This design comes from an exercise in tuning for small area on the open sky130 flow, not from production work. In this exercise RTL edits were held to simulation tests only and were not proved equivalent to the original. Power figures rest on the tool's default switching activity, not on a simulated workload.

==> flow/design.v <==
module fifo_sync #(
    parameter integer FIFO_DEPTH = 16,
    parameter integer DATA_WIDTH = 32,
    parameter integer CLR_WIDTH  = 0     
) (
    input  logic                    clk_i,
    input  logic                    rst_ni,
    input  logic                    clr_i,
    input  logic                    we_i,
    input  logic [DATA_WIDTH-1:0]   wdata_i,
    output logic                    full_o,
    input  logic                    re_i,
    output logic [DATA_WIDTH-1:0]   rdata_o,
    output logic                    empty_o,
    output logic [$clog2(FIFO_DEPTH)-1:0] wi_o,
    output logic [$clog2(FIFO_DEPTH)-1:0] ri_o
);
    localparam integer ADDR_WIDTH = $clog2(FIFO_DEPTH);
    logic [DATA_WIDTH-1:0] fifo_data_q [0:FIFO_DEPTH-1];
    logic [ADDR_WIDTH:0]   ri_q;
    logic [ADDR_WIDTH:0]   wi_q;
    logic [ADDR_WIDTH-1:0] ri;
    logic [ADDR_WIDTH-1:0] wi;
    assign ri = ri_q[ADDR_WIDTH-1:0];
    assign wi = wi_q[ADDR_WIDTH-1:0];
    assign ri_o = ri;
    assign wi_o = wi;
    always_ff @(posedge clk_i or negedge rst_ni) begin
        if(rst_ni == 1'b0) ri_q <= {ADDR_WIDTH+1{1'b0}};
        else begin
            if(clr_i == 1'b1) ri_q <= {ADDR_WIDTH+1{1'b0}};
            else if(re_i == 1'b1) ri_q <= ri_q + {{ADDR_WIDTH{1'b0}}, 1'b1};
        end
    end
    always_ff @(posedge clk_i or negedge rst_ni) begin
        if(rst_ni == 1'b0) wi_q <= {ADDR_WIDTH+1{1'b0}};
        else begin
            if(clr_i == 1'b1) wi_q <= {ADDR_WIDTH+1{1'b0}};
            else if(we_i == 1'b1) wi_q <= wi_q + {{ADDR_WIDTH{1'b0}}, 1'b1};
        end
    end
    genvar g;
    for(g = 0; g < FIFO_DEPTH; g = g + 1) begin : fifo_data_genblk
        always_ff @(posedge clk_i) begin
            if(we_i == 1'b1 && wi == g) fifo_data_q[g][DATA_WIDTH-CLR_WIDTH-1:0] <= wdata_i[DATA_WIDTH-CLR_WIDTH-1:0];
        end
        if(CLR_WIDTH > 0) begin : clr_genblk
            always_ff @(posedge clk_i or negedge rst_ni) begin
                if(rst_ni == 1'b0) fifo_data_q[g][DATA_WIDTH-1:DATA_WIDTH-CLR_WIDTH] <= {CLR_WIDTH{1'b0}};
                else if(clr_i == 1'b1) fifo_data_q[g][DATA_WIDTH-1:DATA_WIDTH-CLR_WIDTH] <= {CLR_WIDTH{1'b0}};
                else if(we_i == 1'b1 && wi == g) fifo_data_q[g][DATA_WIDTH-1:DATA_WIDTH-CLR_WIDTH] <= wdata_i[DATA_WIDTH-1:DATA_WIDTH-CLR_WIDTH];
            end
        end
    end
    assign rdata_o = fifo_data_q[ri];
    assign full_o = (ri_q[ADDR_WIDTH] != wi_q[ADDR_WIDTH]) &&
                    (ri_q[ADDR_WIDTH-1:0] == wi_q[ADDR_WIDTH-1:0]);
    assign empty_o = ri_q == wi_q;
endmodule
module rv0_sbuf #(
    parameter integer WIDTH = 32
) (
    input  logic                clk_i,
    input  logic                rst_ni,
    input  logic                flush_i,
    input  logic [WIDTH-1:0]    data_i,
    input  logic                rdy_i,
    output logic [WIDTH-1:0]    data_o,
    output logic                rdy_o,
    input  logic                ack_i
);
    always_ff @(posedge clk_i) begin
        if(rdy_i == 1'b1 && ack_i == 1'b1) data_o <= data_i;
    end
    always_ff @(posedge clk_i or negedge rst_ni) begin
        if(rst_ni == 1'b0) rdy_o <= 1'b0;
        else rdy_o <= (rdy_i || (rdy_o && !ack_i)) && !flush_i;
    end
endmodule
module rv0_ifu #(
    parameter logic [31:0] PC_RST_VAL = 32'h0010_0000
) (
    input  logic            clk_i,
    input  logic            rst_ni,
    input  logic            ifu_flush_i,
    input  logic [31:1]     ct_target_i,
    input  logic            ct_trans_i,
    output logic [31:0]     sbuf_insn_o,
    output logic [31:1]     sbuf_addr_o,
    output logic            sbuf_rdy_o,
    input  logic            sbuf_ack_i,
    output logic [31:0]     imem_haddr_o,
    output logic [1:0]      imem_htrans_o,
    input  logic [31:0]     imem_hrdata_i,
    input  logic            imem_hreadyout_i
);
    localparam logic [1:0] HTRANS_IDLE   = 2'd0;
    localparam logic [1:0] HTRANS_NONSEQ = 2'd2;
    localparam logic [1:0] HTRANS_SEQ    = 2'd3;
    localparam logic [2:0] S_IDLE       = 3'd0;
    localparam logic [2:0] S_REQ_NONSEQ = 3'd1;
    localparam logic [2:0] S_REQ_SEQ    = 3'd2;
    localparam logic [2:0] S_PEND_RSP   = 3'd3;
    localparam logic [2:0] S_PEND_ACK   = 3'd4;
    logic [31:1]    pc_q;
    logic [31:1]    pc_d;
    logic [31:1]    pend_addr_q;
    logic [2:0]     state_q;
    logic [2:0]     state_d;
    logic           sbuf_rdy;
    logic           req;
    logic           hold;
    always_comb begin
        state_d = state_q;
        case(state_q)
            S_IDLE:       if(sbuf_ack_i) state_d = S_REQ_NONSEQ;
            S_REQ_NONSEQ: state_d = imem_hreadyout_i ? S_REQ_SEQ : S_PEND_RSP;
            S_REQ_SEQ: begin
                if(!sbuf_ack_i) state_d = S_PEND_ACK;
                if(!imem_hreadyout_i) state_d = S_PEND_RSP;
            end
            S_PEND_RSP:   if(imem_hreadyout_i) state_d = S_REQ_SEQ;
            S_PEND_ACK:   if(sbuf_ack_i) state_d = S_IDLE;
            default: ;
        endcase
        if(ct_trans_i) state_d = S_IDLE;
    end
    always_ff @(posedge clk_i or negedge rst_ni) begin
        if(rst_ni == 1'b0) state_q <= S_IDLE;
        else state_q <= state_d;
    end
    assign req  = state_q == S_REQ_NONSEQ || state_q == S_REQ_SEQ;
    assign hold = state_d == S_PEND_ACK || state_d == S_PEND_RSP;
    always_comb begin
        pc_d = pc_q;
        if(req && !hold) pc_d = pc_q + 31'h2;
        if(ct_trans_i) pc_d = ct_target_i;
    end
    always_ff @(posedge clk_i or negedge rst_ni) begin
        if(rst_ni == 1'b0) pc_q <= PC_RST_VAL[31:1];
        else pc_q <= pc_d;
    end
    always_ff @(posedge clk_i or negedge rst_ni) begin
        if(rst_ni == 1'b0) pend_addr_q <= PC_RST_VAL[31:1];
        else if(req && !hold) pend_addr_q <= pc_q;
    end
    assign imem_haddr_o = {pc_q, 1'b0};
    always_comb begin
        case(state_q)
            S_REQ_NONSEQ: imem_htrans_o = HTRANS_NONSEQ;
            S_REQ_SEQ:    imem_htrans_o = HTRANS_SEQ;
            default:      imem_htrans_o = HTRANS_IDLE;
        endcase
        if(!sbuf_ack_i) imem_htrans_o = HTRANS_IDLE;
    end
    assign sbuf_rdy = (state_q == S_REQ_SEQ || state_q == S_PEND_ACK) && imem_hreadyout_i;
    rv0_sbuf #(.WIDTH(63))
    u_ifu_sbuf (
        .clk_i      (clk_i                          ),
        .rst_ni     (rst_ni                         ),
        .flush_i    (ifu_flush_i                    ),
        .data_i     ({imem_hrdata_i, pend_addr_q}   ),
        .rdy_i      (sbuf_rdy                       ),
        .data_o     ({sbuf_insn_o, sbuf_addr_o}     ),
        .rdy_o      (sbuf_rdy_o                     ),
        .ack_i      (sbuf_ack_i                     )
    );
endmodule
module rv0_rf_i (
    input  logic            clk_i,
    input  logic            rst_ni,
    input  logic [4:0]      raddr1_i,
    output logic [31:0]     rdata1_o,
    input  logic [4:0]      raddr2_i,
    output logic [31:0]     rdata2_o,
    input  logic [4:0]      waddr_i,
    input  logic [31:0]     wdata_i,
    input  logic            we_i
);
    logic [31:0] reg_out [0:31];
    logic [31:0] vld;
    assign reg_out[0] = 32'h0;
    assign vld[0]     = 1'b0;
    genvar i;
    for(i = 1; i < 32; i = i + 1) begin : rf_i_genblk
        logic [31:0] reg_q;
        always_ff @(posedge clk_i) begin
            if(we_i == 1'b1 && waddr_i == i) reg_q <= wdata_i;
        end
        always_ff @(posedge clk_i or negedge rst_ni) begin
            if(rst_ni == 1'b0) vld[i] <= 1'b0;
            else if(we_i == 1'b1 && waddr_i == i) vld[i] <= 1'b1;
        end
        assign reg_out[i] = reg_q;
    end  
    assign rdata1_o = vld[raddr1_i] ? reg_out[raddr1_i] : 32'h0;
    assign rdata2_o = vld[raddr2_i] ? reg_out[raddr2_i] : 32'h0;
endmodule
module rv0_idu (
    input  logic            clk_i,
    input  logic            rst_ni,
    input  logic            idu_flush_i,
    input  logic [4:0]      rfi_waddr_i,
    input  logic [31:0]     rfi_wdata_i,
    input  logic            rfi_we_i,
    input  logic [31:0]     ipu_insn_i,
    input  logic [31:1]     ipu_addr_i,
    input  logic            ipu_rdy_i,
    output logic            ipu_ack_o,
    output logic [37:0]     idu0_data_o,
    output logic            idu0_rdy_o,
    input  logic            idu0_ack_i,
    output logic [67:0]     idu1_data_o,
    output logic            idu1_rdy_o,
    input  logic            idu1_ack_i,
    output logic [31:1]     ct_target_o
);
    localparam logic [6:0] LUI       = 7'b0110111;
    localparam logic [6:0] AUIPC     = 7'b0010111;
    localparam logic [6:0] JAL       = 7'b1101111;
    localparam logic [6:0] JALR      = 7'b1100111;
    localparam logic [6:0] BRANCH    = 7'b1100011;
    localparam logic [6:0] LOAD      = 7'b0000011;
    localparam logic [6:0] STORE     = 7'b0100011;
    localparam logic [6:0] OP_IMM    = 7'b0010011;
    localparam logic [6:0] OP        = 7'b0110011;
    localparam logic [6:0] OP_IMM_32 = 7'b0011011;
    localparam logic [6:0] OP_32     = 7'b0111011;
    logic [6:0] opcode;
    logic [4:0] rd;
    logic [4:0] rs1;
    logic [4:0] rs2;
    logic [2:0] funct3;
    assign opcode = ipu_insn_i[6:0];
    assign rd     = ipu_insn_i[11:7];
    assign rs1    = ipu_insn_i[19:15];
    assign rs2    = ipu_insn_i[24:20];
    assign funct3 = ipu_insn_i[14:12];
    logic r_lsu;
    assign r_lsu = opcode == LOAD || opcode == STORE;
    logic [2:0] r_reg;
    always_comb begin
        case(opcode)
            LUI:        r_reg = 3'b001;
            AUIPC:      r_reg = 3'b001;
            JAL:        r_reg = 3'b001;
            JALR:       r_reg = 3'b011;
            BRANCH:     r_reg = 3'b110;
            LOAD:       r_reg = 3'b011;
            STORE:      r_reg = 3'b110;
            OP_IMM:     r_reg = 3'b011;
            OP:         r_reg = 3'b111;
            OP_IMM_32:  r_reg = 3'b011;
            OP_32:      r_reg = 3'b111;
            default:    r_reg = 3'b000;
        endcase
    end
    logic [7:0] ireg_res_cnt_q [0:31];
    logic [7:0] ireg_res_cnt_d [0:31];
    assign ireg_res_cnt_q[0] = 8'h0;
    assign ireg_res_cnt_d[0] = 8'h0;
    genvar i;
    for(i = 1; i < 32; i = i + 1) begin : res_cnt_genblk
        logic       up, dn;
        logic [7:0] c_up, c_dn;
        assign up = r_reg[0] == 1'b1 && rd == i && ipu_rdy_i == 1'b1 && ipu_ack_o == 1'b1;
        assign dn = rfi_waddr_i == i && rfi_we_i == 1'b1;
        always_comb begin
            c_up[0] = up && !dn;
            c_dn[0] = dn && !up;
            for(int k = 1; k < 8; k++) begin
                c_up[k] = c_up[k-1] &&  ireg_res_cnt_q[i][k-1];
                c_dn[k] = c_dn[k-1] && !ireg_res_cnt_q[i][k-1];
            end
            ireg_res_cnt_d[i] = (ireg_res_cnt_q[i] ^ (c_up | c_dn)) & {8{!idu_flush_i}};
        end
        always_ff @(posedge clk_i or negedge rst_ni) begin
            if(rst_ni == 1'b0) ireg_res_cnt_q[i] <= 8'h0;
            else ireg_res_cnt_q[i] <= ireg_res_cnt_d[i];
        end
    end  
    logic [31:0] rfi_rdata1;
    logic [31:0] rfi_rdata2;
    rv0_rf_i
    u_rfi (
        .clk_i              (clk_i              ),
        .rst_ni             (rst_ni             ),
        .raddr1_i           (rs1                ),
        .rdata1_o           (rfi_rdata1         ),
        .raddr2_i           (rs2                ),
        .rdata2_o           (rfi_rdata2         ),
        .waddr_i            (rfi_waddr_i        ),
        .wdata_i            (rfi_wdata_i        ),
        .we_i               (rfi_we_i           )
    );
    logic [31:0] imm;
    always_comb begin
        case(opcode)
            LUI:     imm = {ipu_insn_i[31:12], 12'h0};
            AUIPC:   imm = {ipu_insn_i[31:12], 12'h0};
            OP_IMM:  imm = {{20{ipu_insn_i[31]}}, ipu_insn_i[31:20]};
            default: imm = 32'h0;
        endcase
    end
    logic [31:0] irdata1;
    logic [31:0] irdata2;
    assign irdata1 = r_reg[1] ? rfi_rdata1 : 32'h0;
    assign irdata2 = r_reg[2] ? rfi_rdata2 : imm;
    logic        is_jump;
    logic        is_op;
    logic        sub;
    logic [31:0] alu_a;
    logic [31:0] alu_b;
    logic [31:0] alu_res;
    logic        alu_eq;
    logic        alu_lt;
    logic        alu_ltu;
    logic [31:1] ct_target;
    logic        ct_trans;
    logic        wb;
    assign is_jump = opcode == JAL || opcode == JALR;
    assign is_op   = opcode == OP || opcode == OP_IMM;
    assign sub = (opcode == OP && funct3 == 3'b000 && ipu_insn_i[30]) ||
                 (is_op && funct3[2:1] == 2'b01) ||
                 opcode == BRANCH;
    assign alu_a = (is_jump || opcode == AUIPC) ? {ipu_addr_i, 1'b0} : irdata1;
    assign alu_b = is_jump ? 32'h4 : irdata2;
    rv0_alu_i
    u_alu_i (
        .insn_i     (ipu_insn_i ),
        .a_i        (alu_a      ),
        .b_i        (alu_b      ),
        .sub_i      (sub        ),
        .op_i       (is_op      ),
        .res_o      (alu_res    ),
        .eq_o       (alu_eq     ),
        .lt_o       (alu_lt     ),
        .ltu_o      (alu_ltu    )
    );
    rv0_alu_b
    u_alu_b (
        .insn_i         (ipu_insn_i ),
        .addr_i         (ipu_addr_i ),
        .rdata1_i       (irdata1    ),
        .eq_i           (alu_eq     ),
        .lt_i           (alu_lt     ),
        .ltu_i          (alu_ltu    ),
        .ct_target_o    (ct_target  ),
        .ct_trans_o     (ct_trans   )
    );
    always_comb begin
        case(opcode)
            LUI, AUIPC, JAL, JALR, OP_IMM, OP, OP_IMM_32, OP_32: wb = 1'b1;
            default: wb = 1'b0;
        endcase
    end
    logic stall;
    logic iss;
    logic idx;
    assign stall = (ireg_res_cnt_q[rs1] != 8'h0 && r_reg[1] == 1'b1) ||
                   (ireg_res_cnt_q[rs2] != 8'h0 && r_reg[2] == 1'b1);
    assign iss   = !stall;
    assign idx   = r_lsu;
    logic idu_sbuf_rdy0;
    logic idu_sbuf_rdy1;
    assign idu_sbuf_rdy0 = ipu_rdy_i && iss && idx == 1'b0;
    assign idu_sbuf_rdy1 = ipu_rdy_i && iss && idx == 1'b1;
    always_comb begin
        ipu_ack_o = idx ? idu1_ack_i : idu0_ack_i;
        if(iss == 1'b0) begin
            ipu_ack_o = 1'b0;
        end
        if(ipu_rdy_i == 1'b0) begin
            ipu_ack_o = 1'b1;
        end
    end
    logic ct_pend_q;
    always_ff @(posedge clk_i or negedge rst_ni) begin
        if(rst_ni == 1'b0) ct_pend_q <= 1'b0;
        else if(idu_flush_i) ct_pend_q <= 1'b0;
        else if(idu_sbuf_rdy0 && idu0_ack_i && ct_trans) ct_pend_q <= 1'b1;
    end
    always_ff @(posedge clk_i) begin
        if(!ct_pend_q && idu_sbuf_rdy0 && idu0_ack_i) ct_target_o <= ct_target;
    end
    logic        ld;
    logic [31:0] lsu_f;
    assign ld    = opcode == LOAD;
    assign lsu_f = {irdata2[31:5], ld ? rd : irdata2[4:0]};
    rv0_sbuf #(.WIDTH(38))
    u_idu_sbuf0 (
        .clk_i      (clk_i                                  ),
        .rst_ni     (rst_ni                                 ),
        .flush_i    (idu_flush_i                            ),
        .data_i     ({alu_res, wb ? rd : 5'h0, ct_trans}    ),
        .rdy_i      (idu_sbuf_rdy0                          ),
        .data_o     (idu0_data_o                            ),
        .rdy_o      (idu0_rdy_o                             ),
        .ack_i      (idu0_ack_i                             )
    );
    rv0_sbuf #(.WIDTH(68))
    u_idu_sbuf1 (
        .clk_i      (clk_i                                  ),
        .rst_ni     (rst_ni                                 ),
        .flush_i    (idu_flush_i                            ),
        .data_i     ({ld, funct3, irdata1, lsu_f}           ),
        .rdy_i      (idu_sbuf_rdy1                          ),
        .data_o     (idu1_data_o                            ),
        .rdy_o      (idu1_rdy_o                             ),
        .ack_i      (idu1_ack_i                             )
    );
endmodule
module rv0_alu_i (
    input  logic [31:0]     insn_i,
    input  logic [31:0]     a_i,
    input  logic [31:0]     b_i,
    input  logic            sub_i,       
    input  logic            op_i,        
    output logic [31:0]     res_o,
    output logic            eq_o,        
    output logic            lt_o,        
    output logic            ltu_o        
);
    localparam logic [2:0] ADD  = 3'b000;
    localparam logic [2:0] SLL  = 3'b001;
    localparam logic [2:0] SLT  = 3'b010;
    localparam logic [2:0] SLTU = 3'b011;
    localparam logic [2:0] XOR  = 3'b100;
    localparam logic [2:0] SRL  = 3'b101;
    localparam logic [2:0] OR   = 3'b110;
    localparam logic [2:0] AND  = 3'b111;
    logic [2:0]  funct3;
    logic [4:0]  shamt;
    logic [32:0] sum;
    logic [31:0] shl;
    logic [31:0] shr;
    assign funct3 = insn_i[14:12];
    assign shamt  = b_i[4:0];
    assign sum   = {1'b0, a_i} + {1'b0, sub_i ? ~b_i : b_i} + {32'h0, sub_i};
    assign eq_o  = sum[31:0] == 32'h0;
    assign ltu_o = !sum[32];
    assign lt_o  = (a_i[31] != b_i[31]) ? a_i[31] : sum[31];
    logic [31:0] sh_in;
    logic [31:0] sh_out;
    logic        sh_left;
    assign sh_left = funct3 == SLL;
    always_comb begin
        for(int k = 0; k < 32; k++) sh_in[k] = sh_left ? a_i[31-k] : a_i[k];
    end
    logic        sh_fill;
    logic [31:0] sh_s [0:5];
    assign sh_fill = insn_i[30] && a_i[31] && !sh_left;
    assign sh_s[0] = sh_in;
    genvar s;
    for(s = 0; s < 5; s = s + 1) begin : sh_genblk
        assign sh_s[s+1] = shamt[s] ? {{(1<<s){sh_fill}}, sh_s[s][31:(1<<s)]} : sh_s[s];
    end
    assign sh_out = sh_s[5];
    always_comb begin
        for(int k = 0; k < 32; k++) shl[k] = sh_out[31-k];
    end
    assign shr = sh_out;
    always_comb begin
        res_o = sum[31:0];
        if(op_i) begin
            case(funct3)
                SLL:  res_o = shl;
                SLT:  res_o = {31'h0, lt_o};
                SLTU: res_o = {31'h0, ltu_o};
                XOR:  res_o = a_i ^ b_i;
                SRL:  res_o = shr;
                OR:   res_o = a_i | b_i;
                AND:  res_o = a_i & b_i;
                default: ;
            endcase
        end
    end
endmodule
module rv0_alu_b (
    input  logic [31:0]     insn_i,
    input  logic [31:1]     addr_i,
    input  logic [31:0]     rdata1_i,
    input  logic            eq_i,
    input  logic            lt_i,
    input  logic            ltu_i,
    output logic [31:1]     ct_target_o,
    output logic            ct_trans_o
);
    localparam logic [6:0] JAL    = 7'b1101111;
    localparam logic [6:0] JALR   = 7'b1100111;
    localparam logic [6:0] BRANCH = 7'b1100011;
    localparam logic [2:0] BEQ  = 3'b000;
    localparam logic [2:0] BNE  = 3'b001;
    localparam logic [2:0] BLT  = 3'b100;
    localparam logic [2:0] BGE  = 3'b101;
    localparam logic [2:0] BLTU = 3'b110;
    localparam logic [2:0] BGEU = 3'b111;
    logic [6:0]  opcode;
    logic [2:0]  funct3;
    logic [31:0] base;
    logic [31:0] offs;
    logic [31:0] target;
    assign opcode = insn_i[6:0];
    assign funct3 = insn_i[14:12];
    always_comb begin
        base = {addr_i, 1'b0};
        case(opcode)
            JAL:  offs = {{12{insn_i[31]}}, insn_i[19:12], insn_i[20], insn_i[30:21], 1'b0};
            JALR: begin
                offs = {{20{insn_i[31]}}, insn_i[31:20]};
                base = rdata1_i;
            end
            default: offs = {{20{insn_i[31]}}, insn_i[7], insn_i[30:25], insn_i[11:8], 1'b0};
        endcase
    end
    assign target      = base + offs;
    assign ct_target_o = target[31:1];
    always_comb begin
        ct_trans_o = 1'b0;
        case(opcode)
            JAL:  ct_trans_o = 1'b1;
            JALR: ct_trans_o = 1'b1;
            BRANCH: begin
                case(funct3)
                    BEQ:  ct_trans_o = eq_i;
                    BNE:  ct_trans_o = !eq_i;
                    BLT:  ct_trans_o = lt_i;
                    BGE:  ct_trans_o = !lt_i;
                    BLTU: ct_trans_o = ltu_i;
                    BGEU: ct_trans_o = !ltu_i;
                    default: ;
                endcase
            end
            default: ;
        endcase
    end
endmodule
module rv0_exu_ib (
    input  logic            clk_i,
    input  logic            rst_ni,
    input  logic            exu_flush_i,
    input  logic [37:0]     idu_data_i,
    input  logic            idu_rdy_i,
    output logic            idu_ack_o,
    output logic [37:0]     exu_data_o,
    output logic            exu_rdy_o,
    input  logic            exu_ack_i
);
    logic           exu_buf_we;
    logic           exu_buf_full;
    logic           exu_buf_re;
    logic [37:0]    exu_buf_rdata;
    logic           exu_buf_empty;
    assign idu_ack_o  = exu_buf_full == 1'b0;
    assign exu_buf_we = idu_rdy_i == 1'b1 && exu_buf_full == 1'b0;
    assign exu_buf_re = exu_buf_empty == 1'b0 && exu_ack_i == 1'b1;
    fifo_sync #(.DATA_WIDTH(38))
    u_exu_buf (
        .clk_i              (clk_i              ),
        .rst_ni             (rst_ni             ),
        .clr_i              (exu_flush_i        ),
        .we_i               (exu_buf_we         ),
        .wdata_i            (idu_data_i         ),
        .full_o             (exu_buf_full       ),
        .re_i               (exu_buf_re         ),
        .rdata_o            (exu_buf_rdata      ),
        .empty_o            (exu_buf_empty      ),
        .wi_o               (                   ),
        .ri_o               (                   )
    );
    rv0_sbuf #(.WIDTH(38))
    u_exu_sbuf (
        .clk_i              (clk_i              ),
        .rst_ni             (rst_ni             ),
        .flush_i            (exu_flush_i        ),
        .data_i             (exu_buf_rdata      ),
        .rdy_i              (!exu_buf_empty     ),
        .data_o             (exu_data_o         ),
        .rdy_o              (exu_rdy_o          ),
        .ack_i              (exu_ack_i          )
    );
endmodule
module rv0_lsu (
    input  logic            clk_i,
    input  logic            rst_ni,
    input  logic            exu_flush_i,
    input  logic [67:0]     idu_data_i,
    input  logic            idu_rdy_i,
    output logic            idu_ack_o,
    output logic [36:0]     exu_data_o,
    output logic            exu_rdy_o,
    input  logic            exu_ack_i,
    output logic [31:0]     dmem_haddr_o,
    output logic [2:0]      dmem_hsize_o,
    output logic [1:0]      dmem_htrans_o,
    output logic [31:0]     dmem_hwdata_o,
    output logic [3:0]      dmem_hwstrb_o,
    output logic            dmem_hwrite_o,
    input  logic [31:0]     dmem_hrdata_i,
    input  logic            dmem_hreadyout_i
);
    localparam logic [1:0] HTRANS_IDLE   = 2'd0;
    localparam logic [1:0] HTRANS_NONSEQ = 2'd2;
    localparam logic [2:0] LB  = 3'b000;
    localparam logic [2:0] LH  = 3'b001;
    localparam logic [2:0] LW  = 3'b010;
    localparam logic [2:0] LBU = 3'b100;
    localparam logic [2:0] LHU = 3'b101;
    localparam logic [2:0] SB = 3'b000;
    localparam logic [2:0] SH = 3'b001;
    localparam logic [2:0] SW = 3'b010;
    localparam logic [2:0] SD = 3'b011;
    localparam logic [1:0] S_IDLE    = 2'd0;
    localparam logic [1:0] S_LD_NSEQ = 2'd1;
    localparam logic [1:0] S_ST_NSEQ = 2'd2;
    logic [1:0]     state_q;
    logic [1:0]     state_d;
    logic           exu_buf_full;
    logic           exu_buf_re;
    logic [67:0]    exu_buf_rdata;
    logic           exu_buf_empty;
    logic           buf_ld;
    logic [2:0]     buf_funct3;
    logic [31:0]    buf_addr;
    logic [31:0]    buf_f;
    logic           hready;
    logic           sbuf_ack;
    logic           sbuf_rdy;
    logic [4:0]     rd_q;
    logic [2:0]     funct3_q;
    logic [31:0]    ld_data;
    assign hready   = dmem_hreadyout_i;
    assign sbuf_ack = exu_ack_i;
    assign idu_ack_o = !exu_buf_full || !idu_rdy_i;
    fifo_sync #(.DATA_WIDTH(68), .CLR_WIDTH(1))
    u_exu_buf (
        .clk_i      (clk_i                      ),
        .rst_ni     (rst_ni                     ),
        .clr_i      (exu_flush_i                ),
        .we_i       (idu_rdy_i && !exu_buf_full ),
        .wdata_i    (idu_data_i                 ),
        .full_o     (exu_buf_full               ),
        .re_i       (exu_buf_re                 ),
        .rdata_o    (exu_buf_rdata              ),
        .empty_o    (exu_buf_empty              ),
        .wi_o       (                           ),
        .ri_o       (                           )
    );
    assign {buf_ld, buf_funct3, buf_addr, buf_f} = exu_buf_rdata;
    always_comb begin
        state_d = state_q;
        case(state_q)
            S_IDLE: begin
                if(!exu_buf_empty) state_d = buf_ld ? S_LD_NSEQ : S_ST_NSEQ;
            end
            S_LD_NSEQ: begin
                if(exu_buf_empty) state_d = S_IDLE;
                else if(!buf_ld) state_d = S_ST_NSEQ;
                if(!hready) state_d = S_LD_NSEQ;
                if(!sbuf_ack) state_d = S_IDLE;
            end
            S_ST_NSEQ: begin
                if(exu_buf_empty) state_d = S_IDLE;
                else if(buf_ld) state_d = S_LD_NSEQ;
                if(!hready) state_d = S_LD_NSEQ;
                if(!sbuf_ack) state_d = S_IDLE;
            end
            default: ;
        endcase
    end
    always_ff @(posedge clk_i or negedge rst_ni) begin
        if(rst_ni == 1'b0) state_q <= S_IDLE;
        else state_q <= state_d;
    end
    assign exu_buf_re = state_d != S_IDLE && hready && sbuf_ack;
    always_ff @(posedge clk_i) begin
        if(hready && sbuf_ack) begin
            rd_q     <= buf_ld ? buf_f[4:0] : 5'h0;
            funct3_q <= buf_funct3;
        end
    end
    assign dmem_haddr_o  = buf_addr;
    assign dmem_hsize_o  = {1'b0, buf_funct3[1:0]};
    assign dmem_htrans_o = state_d != S_IDLE ? HTRANS_NONSEQ : HTRANS_IDLE;
    assign dmem_hwrite_o = state_d == S_ST_NSEQ;
    always_comb begin
        case(buf_funct3)
            SB: dmem_hwstrb_o = 4'b0001;
            SH: dmem_hwstrb_o = 4'b0011;
            SW: dmem_hwstrb_o = 4'b1111;
            SD: dmem_hwstrb_o = 4'b1111;
            default: dmem_hwstrb_o = 4'b0000;
        endcase
    end
    always_ff @(posedge clk_i) begin
        if(state_d == S_ST_NSEQ) dmem_hwdata_o <= buf_f;
    end
    always_comb begin
        ld_data = 32'h0;
        case(funct3_q)
            LB:  ld_data = {{24{dmem_hrdata_i[7]}},  dmem_hrdata_i[7:0]};
            LH:  ld_data = {{16{dmem_hrdata_i[15]}}, dmem_hrdata_i[15:0]};
            LW:  ld_data = dmem_hrdata_i;
            LBU: ld_data = {24'h0, dmem_hrdata_i[7:0]};
            LHU: ld_data = {16'h0, dmem_hrdata_i[15:0]};
            default: ;
        endcase
    end
    logic rsp_pend_q;
    logic ack_pend_q;
    always_ff @(posedge clk_i or negedge rst_ni) begin
        if(rst_ni == 1'b0) rsp_pend_q <= 1'b0;
        else if(hready) rsp_pend_q <= state_d != S_IDLE;
    end
    always_ff @(posedge clk_i or negedge rst_ni) begin
        if(rst_ni == 1'b0) ack_pend_q <= 1'b0;
        else if(sbuf_ack) ack_pend_q <= 1'b0;
        else if(sbuf_rdy) ack_pend_q <= 1'b1;
    end
    always_comb begin
        case(state_q)
            S_IDLE:  sbuf_rdy = rsp_pend_q && hready;
            default: sbuf_rdy = hready;
        endcase
        if(ack_pend_q) sbuf_rdy = 1'b1;
    end
    rv0_sbuf #(.WIDTH(37))
    u_exu_sbuf (
        .clk_i      (clk_i              ),
        .rst_ni     (rst_ni             ),
        .flush_i    (exu_flush_i        ),
        .data_i     ({rd_q, ld_data}    ),
        .rdy_i      (sbuf_rdy           ),
        .data_o     (exu_data_o         ),
        .rdy_o      (exu_rdy_o          ),
        .ack_i      (exu_ack_i          )
    );
endmodule
module rv0_wbu (
    input  logic            clk_i,
    input  logic            rst_ni,
    output logic            ct_trans_o,
    input  logic [37:0]     exu0_data_i,
    input  logic            exu0_rdy_i,
    output logic            exu0_ack_o,
    input  logic [36:0]     exu1_data_i,
    input  logic            exu1_rdy_i,
    output logic            exu1_ack_o,
    output logic [4:0]      rfi_waddr_o,
    output logic [31:0]     rfi_wdata_o,
    output logic            rfi_we_o
);
    logic exu_idx_q;
    logic exu_idx_d;
    always_comb begin
        exu_idx_d = exu_idx_q;
        if(exu_idx_q == 1'b0) begin
            if(exu0_rdy_i == 1'b1) exu_idx_d = 1'b0;
            if(exu1_rdy_i == 1'b1) exu_idx_d = 1'b1;
        end
        else begin
            if(exu1_rdy_i == 1'b1) exu_idx_d = 1'b1;
            if(exu0_rdy_i == 1'b1) exu_idx_d = 1'b0;
        end
    end
    always_ff @(posedge clk_i or negedge rst_ni) begin
        if(rst_ni == 1'b0) exu_idx_q <= 1'b0;
        else exu_idx_q <= exu_idx_d;
    end
    assign exu0_ack_o = exu0_rdy_i == 1'b0 || exu_idx_q == 1'b0;
    assign exu1_ack_o = exu1_rdy_i == 1'b0 || exu_idx_q == 1'b1;
    assign rfi_we_o    = exu_idx_q ? exu1_rdy_i : exu0_rdy_i;
    assign rfi_waddr_o = exu_idx_q ? exu1_data_i[36:32] : exu0_data_i[5:1];
    assign rfi_wdata_o = exu_idx_q ? exu1_data_i[31:0] : exu0_data_i[37:6];
    assign ct_trans_o  = !exu_idx_q && exu0_rdy_i && exu0_data_i[0];
endmodule
module rv0_core (
    input  logic            clk_i,
    input  logic            rst_ni,
    output logic [31:0]     imem_haddr_o,
    output logic [1:0]      imem_htrans_o,
    input  logic [31:0]     imem_hrdata_i,
    input  logic            imem_hreadyout_i,
    output logic [31:0]     dmem_haddr_o,
    output logic [2:0]      dmem_hsize_o,
    output logic [1:0]      dmem_htrans_o,
    output logic [31:0]     dmem_hwdata_o,
    output logic [3:0]      dmem_hwstrb_o,
    output logic            dmem_hwrite_o,
    input  logic [31:0]     dmem_hrdata_i,
    input  logic            dmem_hreadyout_i
);
    logic [31:0]    ifu_insn;
    logic [31:1]    ifu_addr;
    logic           ifu_rdy;
    logic           ifu_ack;
    logic [37:0]    idu0_data;
    logic [67:0]    idu1_data;
    logic           idu0_rdy,    idu1_rdy;
    logic           idu0_ack,    idu1_ack;
    logic [37:0]    exu0_data;
    logic [36:0]    exu1_data;
    logic           exu0_rdy,    exu1_rdy;
    logic           exu0_ack,    exu1_ack;
    logic [4:0]     rfi_waddr;
    logic [31:0]    rfi_wdata;
    logic           rfi_we;
    logic [31:1]    ct_target;
    logic           ct_trans;
    logic           flush;
    assign flush = ct_trans;
    rv0_ifu
    u_ifu (
        .clk_i              (clk_i              ),
        .rst_ni             (rst_ni             ),
        .ifu_flush_i        (flush              ),
        .ct_target_i        (ct_target          ),
        .ct_trans_i         (ct_trans           ),
        .sbuf_insn_o        (ifu_insn           ),
        .sbuf_addr_o        (ifu_addr           ),
        .sbuf_rdy_o         (ifu_rdy            ),
        .sbuf_ack_i         (ifu_ack            ),
        .imem_haddr_o       (imem_haddr_o       ),
        .imem_htrans_o      (imem_htrans_o      ),
        .imem_hrdata_i      (imem_hrdata_i      ),
        .imem_hreadyout_i   (imem_hreadyout_i   )
    );
    rv0_idu
    u_idu (
        .clk_i              (clk_i              ),
        .rst_ni             (rst_ni             ),
        .idu_flush_i        (flush              ),
        .rfi_waddr_i        (rfi_waddr          ),
        .rfi_wdata_i        (rfi_wdata          ),
        .rfi_we_i           (rfi_we             ),
        .ipu_insn_i         (ifu_insn           ),
        .ipu_addr_i         (ifu_addr           ),
        .ipu_rdy_i          (ifu_rdy            ),
        .ipu_ack_o          (ifu_ack            ),
        .idu0_data_o        (idu0_data          ),
        .idu0_rdy_o         (idu0_rdy           ),
        .idu0_ack_i         (idu0_ack           ),
        .idu1_data_o        (idu1_data          ),
        .idu1_rdy_o         (idu1_rdy           ),
        .idu1_ack_i         (idu1_ack           ),
        .ct_target_o        (ct_target          )
    );
    rv0_exu_ib
    u_exu_ib (
        .clk_i              (clk_i              ),
        .rst_ni             (rst_ni             ),
        .exu_flush_i        (flush              ),
        .idu_data_i         (idu0_data          ),
        .idu_rdy_i          (idu0_rdy           ),
        .idu_ack_o          (idu0_ack           ),
        .exu_data_o         (exu0_data          ),
        .exu_rdy_o          (exu0_rdy           ),
        .exu_ack_i          (exu0_ack           )
    );
    rv0_lsu
    u_lsu (
        .clk_i              (clk_i              ),
        .rst_ni             (rst_ni             ),
        .exu_flush_i        (flush              ),
        .idu_data_i         (idu1_data          ),
        .idu_rdy_i          (idu1_rdy           ),
        .idu_ack_o          (idu1_ack           ),
        .exu_data_o         (exu1_data          ),
        .exu_rdy_o          (exu1_rdy           ),
        .exu_ack_i          (exu1_ack           ),
        .dmem_haddr_o       (dmem_haddr_o       ),
        .dmem_hsize_o       (dmem_hsize_o       ),
        .dmem_htrans_o      (dmem_htrans_o      ),
        .dmem_hwdata_o      (dmem_hwdata_o      ),
        .dmem_hwstrb_o      (dmem_hwstrb_o      ),
        .dmem_hwrite_o      (dmem_hwrite_o      ),
        .dmem_hrdata_i      (dmem_hrdata_i      ),
        .dmem_hreadyout_i   (dmem_hreadyout_i   )
    );
    rv0_wbu
    u_wbu (
        .clk_i              (clk_i              ),
        .rst_ni             (rst_ni             ),
        .ct_trans_o         (ct_trans           ),
        .exu0_data_i        (exu0_data          ),
        .exu0_rdy_i         (exu0_rdy           ),
        .exu0_ack_o         (exu0_ack           ),
        .exu1_data_i        (exu1_data          ),
        .exu1_rdy_i         (exu1_rdy           ),
        .exu1_ack_o         (exu1_ack           ),
        .rfi_waddr_o        (rfi_waddr          ),
        .rfi_wdata_o        (rfi_wdata          ),
        .rfi_we_o           (rfi_we             )
    );
endmodule
==> flow/run.sh <==
#!/bin/bash
# synth_recipe.tcl (not shown) runs the flow's synth.tcl, then flattens the netlist and writes it again
# the make line also repeats each setting of config.mk as NAME=value (left out here)
make -C /OpenROAD-flow-scripts/flow DESIGN_CONFIG=/design/flow/config.mk WORK_HOME=/design/flow/orfs CLKGATE_MAP_FILE= SYNTH_SCRIPT=/design/flow/synth_recipe.tcl finish
==> flow/config.mk <==
export PLATFORM = sky130hd
export DESIGN_NAME = rv0_core
export DESIGN_NICKNAME = rv0_core
export VERILOG_FILES = /design/flow/design.v
export SDC_FILE = /design/flow/constraint.sdc
export NUM_CORES = 8
export LEC_CHECK = 0
export CAP_MARGIN = 20
export CORE_MARGIN = 2
export CORE_UTILIZATION = 35
export PLACE_DENSITY = 0.5
export SLEW_MARGIN = 20
==> flow/constraint.sdc <==
create_clock -name core_clock -period 11.0 [get_ports {clk_i}]
set_input_delay 2.2000 -clock core_clock [delete_from_list [all_inputs] [get_ports {clk_i}]]
set_output_delay 2.2000 -clock core_clock [all_outputs]
set_load 0.01 [all_outputs]
==> results.py, run 1 <==
metrics = {
    "outcome": {
        "outcome": "timing/DRC/antenna clean",
    },
    "die": {
        "fp.dieW_um": 651,
        "core_um2": 417000,
        "die_h_um": 651,
        "initial_core_util_pct": 35.2,
        "die_area_um2": 424000,
        "fp-row-count": 237,
        "ios": 176,
    },
    "yosys": {
        "synth_seq_cells": 3378,
        "synth_compound_area_share_pct": 13.1,
        "synth_xor_area_share_pct": 2.32,
        "synth_top_area_share_pct": 61.2,
        "synth_flop_cell": "edfxtp_1",
        "avgSynthCellArea_um2": 13.7,
        "synthMuxAreaShare_pct": 2.47,
        "synth_area_um2": 147000,
        "synthArstFlopShare_pct": 11.6,
        "synth_area_leaders": "edfxtp_1 61%, dfrtp_1 6.6%, a22oi_1 5.9%, nor2_1 1.9%, ha_1 1.7%",
        "synth_simple_gate_area_share_pct": 9.90,
        "ys_warn_count": 19,
        "synth_area_leader_cell": "edfxtp_1",
        "synth_top_family_by_area": "compound AO/OA/AOI/OAI gates",
        "synthAdderAreaFrac_pct": 1.77,
        "synth-seq-area-share_pct": 67.9,
        "synth_cell_type_count": 105,
        "syn-instance-count": 10700,
        "synth_edf_count": 2987,
    },
    "setup_path": {
        "crit_end": "imem_htrans_o[0]",
        "r2r_slack_ps": 1650,
        "crit_path_end_kind": "output port",
        "worst-endpoint-required_ps": 8800,
        "r2r-start": "u_ifu.u_ifu_sbuf.data_o[55]",
        "crit_type": "reg -> out",
        "crit_fanout": 25,
        "cp-startpoint": "u_ifu.u_ifu_sbuf.data_o[55]",
        "start_kind": "register",
        "rr_endpoint": "u_idu.u_idu_sbuf0.data_o[0]",
        "rr_worst_depth": 23,
        "cp.arrival_ps": 7390,
    },
    "clock_tree": {
        "cts_root_buffer": "clkbuf_16",
        "cts_tree": "yes",
        "clock_tree.buffer_depth": 4,
        "clkTransAtPathRegs_ps": 60,
        "cts_buffers": 368,
        "cts-hold-fix-buffers": 0,
        "clock_sinks": 3378,
        "cts_max_level": 5,
        "cts_resized": 0,
        "cts_setup_buffers": 0,
        "clkLatencyLatePin_ps": 1020,
    },
    "sta": {
        "rsz0062_at_grt": "no",
        "finalClockSkew_ps": 82.5,
        "timing.hold.ws_ps": 417,
        "setup_violations": 0,
        "final-hold-violation-count": 0,
        "period_needed_ps": 9590,
        "slew_headroom_pct": 14.0,
        "fin_crit_sh_pct": 87.2,
        "worst_pin_slew_ps": 1290,
        "slew_viol_final": 0,
        "fin_setup_tns_ps": 0,
        "fmax_mhz": 104,
    },
    "drt": {
        "drc": 0,
        "routedWlPerCell_um": 40.7,
        "routed_wl_um": 683000,
        "via_per_inst": 6.44,
        "drtIter0Drc": 17900,
        "antenna_left": 0,
        "num_vias": 108000,
        "first_pass_iters": 10,
    },
    "placed_design": {
        "portBuffers": 172,
        "dpl.hpwl_um": 429000,
        "gp_congestion": 1.02,
        "placed_area_um2": 156000,
    },
    "pwr": {
        "vdd_drop_max_mv": 0.157,
        "leakage_nw": 57.4,
        "swShare_pct": 29.3,
        "power.switching_mw": 9.78,
        "power_frac_comb_pct": 14.0,
        "power.total_mw": 33.3,
        "p_int_mw": 23.6,
        "pwr-share-clk_pct": 37.5,
        "seqPwrFrac_pct": 48.5,
        "p_per_area_nw_per_um2": 198,
    },
    "global_route": {
        "grt_pass1_wl_um": 906000,
        "antenna_found_initial": 59,
        "overflow": 0,
        "grt_pass1_vias": 102000,
        "grt_max_degree": 137,
        "grtUsageTotal_pct": 31.1,
    },
    "finish": {
        "drive_above_1_share_pct": 11.6,
        "design_area_um2": 168000,
        "areaGrowthSynthToFinish_pct": 14.9,
        "fin_nets": 11200,
        "num-fill-cells": 38400,
        "fin_util_pct": 40.4,
    },
    "min_path": {
        "hp-class": "reg -> reg",
    },
    "run": {
        "drv_cap": 0,
    },
}
per-stage QoR:
step	setup WS [ps]	cells
floorplan	3410	10700
global placement	2070	16100
detailed placement	2030	16100
CTS	1560	16700
global route	1450	16700
finish	1410	16800
worst min-delay path by stage:
stage	startpoint	endpoint	slack [ps]	cells past startpoint
after floorplan	u_lsu.rd_q[0]	u_lsu.u_exu_sbuf.data_o[32]	400	0
after global placement	u_ifu.pend_addr_q[22]	u_ifu.u_ifu_sbuf.data_o[21]	430	0
after detailed placement	u_ifu.pend_addr_q[14]	u_ifu.u_ifu_sbuf.data_o[13]	430	0
after CTS	u_ifu.pend_addr_q[8]	u_ifu.u_ifu_sbuf.data_o[7]	400	0
after global routing	u_ifu.pend_addr_q[8]	u_ifu.u_ifu_sbuf.data_o[7]	410	0
final	u_ifu.pend_addr_q[8]	u_ifu.u_ifu_sbuf.data_o[7]	420	0
layout make-up:
class	instances	area (um^2)	share of cell area (%)
clock buffers	475	9940	5.90
clock inverters	197	2120	1.26
inverters	214	806	0.478
repair buffers	548	4800	2.85
diodes	52	130	0.0773
multi-input cells	6424	44200	26.3
flip-flops and latches	3378	99500	59.1
well taps	5497	6880	4.08
layout by cell type, fill, tap and decap left out, types with 42 or more instances in the layout:
cell / netlist / layout
diode_2: 0 / 52
clkinv_1: 1 / 66
clkbuf_1: 434 / 84
buf_4: 28 / 355
dfrtp_1: 389 / 388
a22o_1: 222 / 222
a222oi_1: 119 / 119
edfxtp_1: 2987 / 2987
and4_1: 78 / 78
ha_1: 204 / 204
a21oi_1: 271 / 269
a22oi_1: 1146 / 1144
clkbuf_16: 0 / 377
nor2b_1: 51 / 49
clkdlybuf4s50_1: 0 / 171
nor3_1: 210 / 200
and3_1: 199 / 189
xnor2_1: 185 / 185
a41oi_1: 46 / 42
mux2i_1: 197 / 197
nor2_4: 2 / 72
nand2b_1: 118 / 118
a21o_1: 45 / 45
nor2_1: 758 / 690
a31oi_1: 56 / 52
xor2_1: 203 / 203
clkinv_2: 0 / 51
o21ai_0: 223 / 222
mux2_2: 118 / 118
nand3_1: 465 / 465
nor4_1: 55 / 53
nand2_1: 532 / 530
nand4_1: 215 / 215
a221oi_1: 135 / 135
inv_1: 209 / 178
logic make-up (layout without fill, tap and decap cells):
| kind of cell | after synthesis | count (layout) |
|---|---|---|
| muxes | 331 | 331 |
| and+or+nand+nor | 2906 | 2906 |
| adders and majority gates | 206 | 206 |
| AOI/OAI and AO/OA | 2590 | 2590 |
| DFF | 3378 | 3378 |
| xor gates and xnor gates | 388 | 388 |
| other | 1 | 55 |
| buffers and inverters | 897 | 1434 |
power groups by stage:
stage	clock, mW	sequential (mW)	combinational, mW
floorplan	0	15.6	2.47
global placement	0	16.4	4.60
detailed placement	0	16.4	4.63
CTS	12.6	16.1	4.65
global route	13.1	16.2	4.90
finish	12.5	16.2	4.66
critical path: stages (launching register included):
cell and delay (ps):
edfxtp_1 870, nand2b_1 1060, nor2_4 430, a22o_1 320, a2111oi_0 650, nand4_1 400
nor4_1 550, a221oi_1 290, o31a_1 520, or2_2 370, nor3b_1 260, clkdlybuf4s50_1 620
metal layers:
metal	track usage [%]	vias to the layer above	share of wire (%)	wire length, um
met5	0	-	0.015	103
met4	16.2	14	6.2	42300
met3	7.32	1960	10	70400
met2	49.1	7900	46	311000
met1	39.9	55600	38	259000
li1	-	42700	-	-
flip-flops by register name, summed over array words and instances (netlist names), 31 cells and up:
signal	flops
u_idu.u_rfi.vld	31
u_exu_ib.u_exu_sbuf.data_o	38
u_ifu.pend_addr_q	31
u_idu.u_rfi.rf_i_genblk.reg_q	992
u_lsu.u_exu_buf.fifo_data_q	1088
u_lsu.dmem_hwdata_o	32
u_idu.ireg_res_cnt_q	248
u_exu_ib.u_exu_buf.fifo_data_q	608
u_lsu.u_exu_sbuf.data_o	37
u_idu.ct_target_o	31
u_idu.u_idu_sbuf0.data_o	38
u_idu.u_idu_sbuf1.data_o	68
u_ifu.u_ifu_sbuf.data_o	63
u_ifu.pc_q	31
cells in the mapped netlist, types with 16 or more instances:
| master | n |
|---|---|
| nor2b_1 | 51 |
| a21o_1 | 45 |
| buf_4 | 28 |
| a22o_1 | 222 |
| a21oi_1 | 271 |
| nor2_1 | 758 |
| clkbuf_1 | 434 |
| o21bai_1 | 17 |
| o211ai_1 | 38 |
| a2111oi_0 | 38 |
| o21ai_0 | 223 |
| a211oi_1 | 23 |
| a22oi_1 | 1146 |
| ha_1 | 204 |
| mux2_2 | 118 |
| edfxtp_1 | 2987 |
| mux2i_1 | 197 |
| and2_1 | 73 |
| xor2_1 | 203 |
| a31oi_1 | 56 |
| nor4_1 | 55 |
| a221oi_1 | 135 |
| o31ai_1 | 16 |
| and4_1 | 78 |
| nand3_1 | 465 |
| xnor2_1 | 185 |
| nand2_1 | 532 |
| or3_1 | 27 |
| nor3_1 | 210 |
| buf_1 | 100 |
| buf_2 | 117 |
| o21a_1 | 17 |
| nand4_1 | 215 |
| dfrtp_1 | 389 |
| nand2b_1 | 118 |
| inv_1 | 209 |
| a222oi_1 | 119 |
| nand3b_1 | 18 |
| or4_1 | 19 |
| o22a_1 | 24 |
| and3_1 | 199 |
| a41oi_1 | 46 |
| or2_2 | 20 |
==> run 2: changes to the inputs <==
--- a/flow/design.v
+++ b/flow/design.v
@@ -27,15 +27,9 @@
     assign wi_o = wi;
-    always_ff @(posedge clk_i or negedge rst_ni) begin
-        if(rst_ni == 1'b0) ri_q <= {ADDR_WIDTH+1{1'b0}};
-        else begin
-            if(clr_i == 1'b1) ri_q <= {ADDR_WIDTH+1{1'b0}};
-            else if(re_i == 1'b1) ri_q <= ri_q + {{ADDR_WIDTH{1'b0}}, 1'b1};
-        end
+    always_ff @(posedge clk_i) begin
+        if(!rst_ni || clr_i) ri_q <= {ADDR_WIDTH+1{1'b0}};
+        else if(re_i == 1'b1) ri_q <= ri_q + {{ADDR_WIDTH{1'b0}}, 1'b1};
     end
-    always_ff @(posedge clk_i or negedge rst_ni) begin
-        if(rst_ni == 1'b0) wi_q <= {ADDR_WIDTH+1{1'b0}};
-        else begin
-            if(clr_i == 1'b1) wi_q <= {ADDR_WIDTH+1{1'b0}};
-            else if(we_i == 1'b1) wi_q <= wi_q + {{ADDR_WIDTH{1'b0}}, 1'b1};
-        end
+    always_ff @(posedge clk_i) begin
+        if(!rst_ni || clr_i) wi_q <= {ADDR_WIDTH+1{1'b0}};
+        else if(we_i == 1'b1) wi_q <= wi_q + {{ADDR_WIDTH{1'b0}}, 1'b1};
     end
@@ -47,5 +41,4 @@
         if(CLR_WIDTH > 0) begin : clr_genblk
-            always_ff @(posedge clk_i or negedge rst_ni) begin
-                if(rst_ni == 1'b0) fifo_data_q[g][DATA_WIDTH-1:DATA_WIDTH-CLR_WIDTH] <= {CLR_WIDTH{1'b0}};
-                else if(clr_i == 1'b1) fifo_data_q[g][DATA_WIDTH-1:DATA_WIDTH-CLR_WIDTH] <= {CLR_WIDTH{1'b0}};
+            always_ff @(posedge clk_i) begin
+                if(!rst_ni || clr_i) fifo_data_q[g][DATA_WIDTH-1:DATA_WIDTH-CLR_WIDTH] <= {CLR_WIDTH{1'b0}};
                 else if(we_i == 1'b1 && wi == g) fifo_data_q[g][DATA_WIDTH-1:DATA_WIDTH-CLR_WIDTH] <= wdata_i[DATA_WIDTH-1:DATA_WIDTH-CLR_WIDTH];
@@ -74,5 +67,4 @@
     end
-    always_ff @(posedge clk_i or negedge rst_ni) begin
-        if(rst_ni == 1'b0) rdy_o <= 1'b0;
-        else rdy_o <= (rdy_i || (rdy_o && !ack_i)) && !flush_i;
+    always_ff @(posedge clk_i) begin
+        rdy_o <= (rdy_i || (rdy_o && !ack_i)) && !flush_i && rst_ni;
     end
@@ -274,7 +266,6 @@
             end
-            ireg_res_cnt_d[i] = (ireg_res_cnt_q[i] ^ (c_up | c_dn)) & {8{!idu_flush_i}};
+            ireg_res_cnt_d[i] = (ireg_res_cnt_q[i] ^ (c_up | c_dn)) & {8{!idu_flush_i && rst_ni}};
         end
-        always_ff @(posedge clk_i or negedge rst_ni) begin
-            if(rst_ni == 1'b0) ireg_res_cnt_q[i] <= 8'h0;
-            else ireg_res_cnt_q[i] <= ireg_res_cnt_d[i];
+        always_ff @(posedge clk_i) begin
+            ireg_res_cnt_q[i] <= ireg_res_cnt_d[i];
         end
@@ -377,9 +368,10 @@
     logic ct_pend_q;
-    always_ff @(posedge clk_i or negedge rst_ni) begin
-        if(rst_ni == 1'b0) ct_pend_q <= 1'b0;
-        else if(idu_flush_i) ct_pend_q <= 1'b0;
-        else if(idu_sbuf_rdy0 && idu0_ack_i && ct_trans) ct_pend_q <= 1'b1;
+    logic sbuf0_ct;
+    assign sbuf0_ct = idu0_rdy_o && idu0_data_o[0];
+    always_ff @(posedge clk_i) begin
+        if(!rst_ni || idu_flush_i) ct_pend_q <= 1'b0;
+        else if(sbuf0_ct && idu0_ack_i) ct_pend_q <= 1'b1;
     end
     always_ff @(posedge clk_i) begin
-        if(!ct_pend_q && idu_sbuf_rdy0 && idu0_ack_i) ct_target_o <= ct_target;
+        if(!ct_pend_q && !sbuf0_ct && idu_sbuf_rdy0 && idu0_ack_i) ct_target_o <= ct_target;
     end
@@ -439,3 +431,3 @@
     assign sum   = {1'b0, a_i} + {1'b0, sub_i ? ~b_i : b_i} + {32'h0, sub_i};
-    assign eq_o  = sum[31:0] == 32'h0;
+    assign eq_o  = a_i == b_i;
     assign ltu_o = !sum[32];
--- a/flow/config.mk
+++ b/flow/config.mk
@@ -9,4 +9,6 @@
 export CORE_MARGIN = 2
-export CORE_UTILIZATION = 35
-export PLACE_DENSITY = 0.5
+export CORE_UTILIZATION = 60
+export CTS_CLUSTER_DIAMETER = 60
+export CTS_CLUSTER_SIZE = 26
+export PLACE_DENSITY = 0.75
 export SLEW_MARGIN = 20
==> results.py, run 2 <==
metrics = {
    "finish": {
        "drive_above_1_share_pct": 9.81,
        "design_area_um2": 158000,
        "layout_commonest_cell": "edfxtp_1",
        "regMostFlops": "u_lsu.u_exu_buf.fifo_data_q",
        "num-fill-cells": 16800,
        "largest_reg_flops": 1088,
        "layout_common_cells": "2987 x edfxtp_1, 1199 x a22oi_1, 675 x nor2_1",
        "areaGrowthSynthToFinish_pct": 8.72,
        "reg_top3": "u_lsu.u_exu_buf.fifo_data_q: 1088 flops, u_idu.u_rfi.rf_i_genblk.reg_q: 992 flops, u_exu_ib.u_exu_buf.fifo_data_q: 608 flops",
        "fin_nets": 11000,
    },
    "sta": {
        "rsz0062_at_grt": "no",
        "slew_viol_final": 0,
        "period_needed_ps": 9350,
        "finalClockSkew_ps": 63.6,
        "timing.hold.ws_ps": 447,
        "fin_crit_sh_pct": 85.0,
        "slew_headroom_pct": 10.4,
        "setup_violations": 0,
        "fmax_mhz": 107,
        "final-hold-violation-count": 0,
        "worst_pin_slew_ps": 1340,
        "fin_setup_tns_ps": 0,
    },
    "clock_tree": {
        "cts_setup_buffers": 0,
        "cts_max_level": 4,
        "clock_sinks": 3378,
        "cts_resized": 0,
        "clkTransAtPathRegs_ps": 90,
        "clkLatencyLatePin_ps": 950,
        "cts_root_buffer": "clkbuf_16",
        "clock_tree.buffer_depth": 3,
        "cts_buffers": 190,
        "cts_tree": "yes",
        "cts-hold-fix-buffers": 0,
    },
    "die": {
        "fp.dieW_um": 497,
        "core_um2": 241000,
        "die_area_um2": 247000,
        "initial_core_util_pct": 60.4,
        "fp-row-count": 180,
        "die_h_um": 497,
        "ios": 176,
    },
    "yosys": {
        "yosysMostFrequentCell": "edfxtp_1",
        "synth_cell_type_count": 110,
        "synth_seq_cells": 3378,
        "synthArstFlopShare_pct": 2.99,
        "synth-seq-area-share_pct": 67.3,
        "synth_area_um2": 146000,
        "synth_flop_cell": "edfxtp_1",
        "avgSynthCellArea_um2": 13.5,
        "synth_area_leaders": "edfxtp_1 62%, a22oi_1 6.2%, dfxtp_1 4.0%, nor2_1 1.9%, ha_1 1.8%",
        "synth_edf_count": 2987,
        "synth_top_area_share_pct": 61.6,
        "synthTopCellsByCount": "2987 x edfxtp_1, 1200 x a22oi_1, 743 x nor2_1",
        "synth_area_leader_cell": "edfxtp_1",
        "syn-instance-count": 10800,
        "ys_warn_count": 19,
    },
    "setup_path": {
        "rr_endpoint": "u_idu.u_idu_sbuf0.data_o[0]",
        "r2r-start": "u_ifu.u_ifu_sbuf.data_o[52]",
        "rr_worst_depth": 21,
        "crit_type": "reg -> out",
        "crit_chain": "buf_4 > nand2b_1 > nor2_4 > buf_4 > a22oi_1 > nand4_1 > a2111oi_0 > and4_1 > a31oi_1 > o31ai_4 > inv_1 > nor3_1 > clkdlybuf4s50_1",
        "crit_path_end_kind": "output port",
        "cp.arrival_ps": 7150,
        "max_stage_delay_ps": 990,
        "worst-endpoint-required_ps": 8800,
        "cpMaxStageDelayCell": "o31ai_4",
        "r2r_slack_ps": 2140,
        "crit_fanout": 15,
        "crit_top_cell": "buf_4",
        "start_kind": "register",
    },
    "min_path": {
        "whs_endpoint": "u_lsu.u_exu_sbuf.data_o[36]",
        "hp-class": "reg -> reg",
        "hold_depth": 0,
        "hold_path.startpoint": "u_lsu.rd_q[4]",
    },
    "placed_design": {
        "placed_area_um2": 152000,
        "dpl.hpwl_um": 378000,
        "portBuffers": 172,
        "gp_congestion": 1.07,
    },
    "global_route": {
        "grt_pass1_wl_um": 806000,
        "antenna_found_initial": 52,
        "grt_max_degree": 102,
        "grtUsageTotal_pct": 47.5,
        "grt_pass1_vias": 100000,
        "overflow": 0,
    },
    "drt": {
        "num_vias": 109000,
        "antenna_left": 0,
        "routed_wl_um": 598000,
        "drtIter0Drc": 22700,
        "via_per_inst": 7.74,
        "drc": 0,
        "first_pass_iters": 17,
        "routedWlPerCell_um": 42.3,
    },
    "pwr": {
        "p_per_area_nw_per_um2": 146,
        "vdd_drop_max_mv": 0.165,
        "leakage_nw": 53.6,
    },
    "run": {
        "drv_cap": 0,
    },
    "outcome": {
        "outcome": "timing/DRC/antenna clean",
    },
}
run 2: cell families after synthesis:
logic type	count (synthesis)	share of synthesized area, %
other	1	0.00258
xor gates and xnor gates	388	2.33
DFF	3378	67.3
and+or+nand+nor	3029	10.4
AOI/OAI and AO/OA	2548	13.0
buffers and inverters	909	2.61
muxes	318	2.58
adders and majority gates	207	1.79
run 2: how the worst max path moves through the flow:
| stage | from | to | slack [ps] | depth (start not counted) |
|---|---|---|---|---|
| 5_1_grt | u_ifu.u_ifu_sbuf.data_o[46] | imem_htrans_o[0] | 1650 | 13 |
| 3_3_place_gp | u_ifu.u_ifu_sbuf.data_o[53] | u_idu.u_idu_sbuf0.data_o[0] | 2720 | 25 |
| 6_report | u_ifu.u_ifu_sbuf.data_o[46] | imem_htrans_o[1] | 1650 | 13 |
| 2_1_floorplan | u_ifu.u_ifu_sbuf.data_o[53] | u_idu.ct_target_o[10] | 2610 | 12 |
| 3_5_place_dp | u_ifu.u_ifu_sbuf.data_o[53] | u_idu.u_idu_sbuf0.data_o[0] | 2640 | 25 |
| 4_1_cts | u_ifu.u_ifu_sbuf.data_o[46] | imem_htrans_o[1] | 1850 | 13 |
run 2: layout make-up:
cell class                 count  area [um^2]  share of cell area [%]
antenna                       39         97.6                  0.0617
clock buffer                 234         5020                    3.17
clock inverter               111         1550                   0.981
inverter                     196          774                   0.489
multi-input combinational   6493        44600                    28.2
sequential                  3378        98000                    61.9
tap                         3185         3990                    2.52
timing repair buffer         494         4220                    2.66
run 2: layer usage:
metal  up-vias  share of wire [%]  global-route usage, %
li1      42300                  -                      -
met1     53200                 33                   60.4
met2     11000                 42                   69.6
met3      2891                 15                   16.7
met4        28                8.6                   30.1
met5         -              0.067                  0.483
run 2: stage by stage:
step	utilization, %	total power, mW	setup WS, ps	std cells
2_1_floorplan	-	14.7	2610	10800
3_3_place_gp	62.9	15.2	2720	13700
3_5_place_dp	62.9	15.2	2640	13700
4_1_cts	65.6	23.0	1850	14100
5_1_grt	65.6	23.5	1650	14100
6_report	65.7	23.1	1650	14100
run 2: power by group:
| part | total, mW | internal [mW] | switching [mW] |
|---|---|---|---|
| Clock | 8.20 | 3.67 | 4.53 |
| Sequential | 14.1 | 14.0 | 0.0945 |
| Combinational | 0.851 | 0.247 | 0.604 |
run 2: critical path: cells and delay by family (launching register included):
family                 cells  cell delay (ps)
DFF                        1              650
AOI/OAI and AO/OA          4             2550
buffers and inverters      4             1470
and+or+nand+nor            5             1520
==> run 3: changes to the inputs <==
==> flow/flow/run.sh (new file) <==
#!/bin/bash
# Layout flow: the standard layout (standard.sh), with changes that only reduce cell area:
#  - synthesis maps the combinational logic with an area-oriented ABC script
#    (flow/abc_area.script); the registers are the standard synthesis's, which ABC does not touch;
#  - input and output ports are buffered with buf_1;
#  - clock tree synthesis inserts no dummy loads and clusters up to 26 sinks within 60 um.
# Each tool's output goes to a log of its own: synth.log, layout.log, and ORFS's per-step logs
# under orfs/logs.
set -euo pipefail
W=$(pwd)

# the standard synthesis script, with ABC's script swapped for the area one
{
  echo 'proc abc {args} {'
  echo '  set i [lsearch -exact $args -script]'
  echo "  if {\$i >= 0} { lset args [expr {\$i + 1}] {$W/flow/abc_area.script} }"
  echo '  yosys abc {*}$args'
  echo '}'
  cat "$W/synth_recipe.tcl"
} > "$W/own_synth.tcl"

CTS="-sink_clustering_enable -repair_clock_nets -dont_use_dummy_load"
CTS="$CTS -sink_clustering_size 26 -sink_clustering_max_diameter 60"

bash "$W/standard.sh" "SYNTH_SCRIPT=$W/own_synth.tcl" synth > "$W/synth.log" 2>&1
bash "$W/standard.sh" "SYNTH_SCRIPT=$W/own_synth.tcl" \
  "BUFFER_PORTS_ARGS=-buffer_cell sky130_fd_sc_hd__buf_1" \
  "CTS_ARGS=$CTS" finish > "$W/layout.log" 2>&1
==> flow/flow/abc_area.script (new file) <==
strash
&get -n
&fraig -x
&put
dc2
strash
&get -n
&dch -f
&nf -R 40
&put
==> flow/standard.sh (new file) <==
#!/bin/bash
# synth_recipe.tcl (not shown) runs the flow's synth.tcl, then flattens the netlist and writes it again
# the make line also repeats each setting of config.mk as NAME=value (left out here)
make -C /OpenROAD-flow-scripts/flow DESIGN_CONFIG=/design/flow/config.mk WORK_HOME=/design/flow/orfs CLKGATE_MAP_FILE= SYNTH_SCRIPT=/design/flow/synth_recipe.tcl "${@:-finish}"
--- a/flow/config.mk
+++ b/flow/config.mk
@@ -10,4 +10,2 @@
 export CORE_UTILIZATION = 60
-export CTS_CLUSTER_DIAMETER = 60
-export CTS_CLUSTER_SIZE = 26
 export PLACE_DENSITY = 0.75
removed: flow/run.sh
==> results.py, run 3 <==
metrics = {
    "clock_tree": {
        "cts-hold-fix-buffers": 0,
        "clock_tree.buffer_depth": 3,
        "cts_setup_buffers": 0,
        "cts_resized": 0,
        "clock_sinks": 3378,
    },
    "setup_path": {
        "crit_path_end_kind": "register",
        "crit_top_cell": "o21ai_0",
        "r2r-start": "u_ifu.u_ifu_sbuf.data_o[48]",
        "crit_fanout": 7,
        "rr_endpoint": "u_idu.u_idu_sbuf0.data_o[0]",
        "r2r_slack_ps": 990,
        "rr_worst_depth": 45,
        "start_kind": "register",
        "crit_type": "reg -> reg",
        "cpMaxStageDelayCell": "a2111oi_0",
        "cp.arrival_ps": 10570,
        "max_stage_delay_ps": 610,
    },
    "finish": {
        "layout_commonest_cell": "edfxtp_1",
        "reg_top3": "u_lsu.u_exu_buf.fifo_data_q: 1088 flops, u_idu.u_rfi.rf_i_genblk.reg_q: 992 flops, u_exu_ib.u_exu_buf.fifo_data_q: 608 flops",
        "areaGrowthSynthToFinish_pct": 9.69,
        "drive_above_1_share_pct": 8.19,
        "layout_common_cells": "2987 x edfxtp_1, 729 x a222oi_1, 553 x a21oi_1",
        "num-fill-cells": 15500,
        "finalNonFillerCells": 12800,
        "regMostFlops": "u_lsu.u_exu_buf.fifo_data_q",
        "fin_nets": 10100,
    },
    "global_route": {
        "grt_pass1_vias": 96000,
        "grtUsageTotal_pct": 47.4,
        "grt_max_degree": 102,
        "overflow": 0,
    },
    "placed_design": {
        "dpl.hpwl_um": 350000,
        "portBuffers": 172,
    },
    "sta": {
        "slew_headroom_pct": 10.2,
        "worst_pin_slew_ps": 1340,
        "timing.hold.ws_ps": 385,
        "fin_crit_sh_pct": 91.0,
        "fmax_mhz": 99.9,
        "setup_violations": 0,
        "finalClockSkew_ps": 139,
        "fin_setup_tns_ps": 0,
        "rsz0062_at_grt": "no",
        "period_needed_ps": 10010,
    },
    "outcome": {
        "outcome": "timing/DRC/antenna clean",
    },
    "yosys": {
        "synth_area_leaders": "edfxtp_1 66%, a222oi_1 5.3%, dfxtp_1 4.2%, a22oi_1 3.0%, a21oi_1 2.0%",
        "synth_edf_count": 2987,
        "synthTopCellsByCount": "2987 x edfxtp_1, 729 x a222oi_1, 556 x a21oi_1",
        "synth-seq-area-share_pct": 71.7,
        "synthArstFlopShare_pct": 2.99,
        "yosysMostFrequentCell": "edfxtp_1",
        "syn-instance-count": 9052,
        "synth_top_area_share_pct": 65.6,
        "synth_seq_cells": 3378,
        "avgSynthCellArea_um2": 15.1,
        "ys_warn_count": 19,
    },
    "drt": {
        "num_vias": 103000,
        "routed_wl_um": 561000,
        "first_pass_iters": 19,
        "drc": 0,
        "routedWlPerCell_um": 43.7,
        "drtIter0Drc": 27000,
        "via_per_inst": 8.05,
    },
    "run": {
        "drv_cap": 0,
    },
    "pwr": {
        "leakage_nw": 48.6,
        "vdd_drop_max_mv": 0.193,
    },
    "die": {
        "fp.dieW_um": 481,
        "core_um2": 227000,
        "die_h_um": 481,
        "die_area_um2": 232000,
        "fp-row-count": 175,
    },
    "min_path": {
        "whs_endpoint": "u_ifu.pc_q[1]",
        "hold_depth": 2,
    },
}
## run 3: cell types whose count changed in the layout (fill, tap and decap cells not counted), moves of 195 or more
| cell | previous run | this run |
|---|---|---|
| a21oi_1 | 253 | 553 |
| a222oi_1 | 129 | 729 |
| a22oi_1 | 1199 | 539 |
| and3_1 | 297 | 102 |
| nand3_1 | 497 | 218 |
| nor2_1 | 675 | 297 |
## run 3: routing by layer
metal	part of all wire, %	up-vias	global-route usage, %
met2	43	10900	69.1
met1	33	50200	61.5
li1	-	39700	-
met3	17	2520	16.5
met4	8.1	20	28.7
met5	0.025	-	0
## run 3: worst max-delay path by stage
stage | startpoint | end | slack (ps) | depth (start not counted)
2_1_floorplan | u_ifu.u_ifu_sbuf.data_o[51] | u_idu.u_idu_sbuf0.data_o[0] | 460 | 43
3_3_place_gp | u_ifu.u_ifu_sbuf.data_o[49] | u_idu.u_idu_sbuf0.data_o[0] | 1080 | 45
3_5_place_dp | u_ifu.u_ifu_sbuf.data_o[49] | u_idu.u_idu_sbuf0.data_o[0] | 1160 | 45
4_1_cts | u_ifu.u_ifu_sbuf.data_o[49] | u_idu.u_idu_sbuf0.data_o[0] | 1140 | 45
5_1_grt | u_ifu.u_ifu_sbuf.data_o[48] | u_idu.u_idu_sbuf0.data_o[0] | 250 | 45
6_report | u_ifu.u_ifu_sbuf.data_o[48] | u_idu.u_idu_sbuf0.data_o[0] | 990 | 45
## run 3: cell families after synthesis
kind of cell | count (synthesis) | share of synthesized area [%]
AOI/OAI and AO/OA | 2917 | 15.9
xor gates and xnor gates | 148 | 0.948
adders and majority gates | 206 | 1.90
buffers and inverters | 200 | 0.565
DFF | 3378 | 71.7
muxes | 213 | 1.67
other | 1 | 0.00274
and+or+nand+nor | 1989 | 7.29
## run 3: final cells by class
class / instances / area [um^2] / share of cell area [%]
antenna: 18 / 45.0 / 0.0300
clock buffer: 188 / 4700 / 3.14
inverter: 194 / 751 / 0.500
multi-input combinational: 5476 / 39000 / 26.0
sequential: 3378 / 98000 / 65.4
tap: 3009 / 3760 / 2.51
timing repair buffer: 574 / 3750 / 2.50
## run 3: through the flow
| stage | setup WS, ps | instance area [um^2] | power [mW] | util, % |
|---|---|---|---|---|
| floorplan | 464 | 137000 | 17.5 | - |
| global placement | 1080 | 145000 | 19.6 | 63.9 |
| detailed placement | 1160 | 145000 | 19.7 | 63.9 |
| CTS | 1140 | 150000 | 26.3 | 66.0 |
| global route | 252 | 150000 | 27.1 | 66.0 |
| finish | 993 | 150000 | 26.6 | 66.1 |
## run 3: power breakdown
part | internal [mW] | switching (mW)
logic | 1.06 | 3.02
clock network | 3.02 | 3.90
registers | 15.0 | 0.609
total | 19.1 | 7.53
## run 3: worst max-delay path: cells and delay by family (launching register included)
| kind | cells | cell delay [ps] |
|---|---|---|
| AOI/OAI and AO/OA | 23 | 5030 |
| and+or+nand+nor | 18 | 3190 |
| DFF | 1 | 480 |
| buffers and inverters | 2 | 390 |
| adders and majority gates | 1 | 360 |
| muxes | 1 | 280 |

Setup slack of run 3, layout unchanged: 0.993 ns with ideal ports, 0.993 ns with driving cells assumed (clock clkbuf_16, inputs buf_2), 0.993 ns with port delays also shifted by the 0.968 ns mid clock arrival.
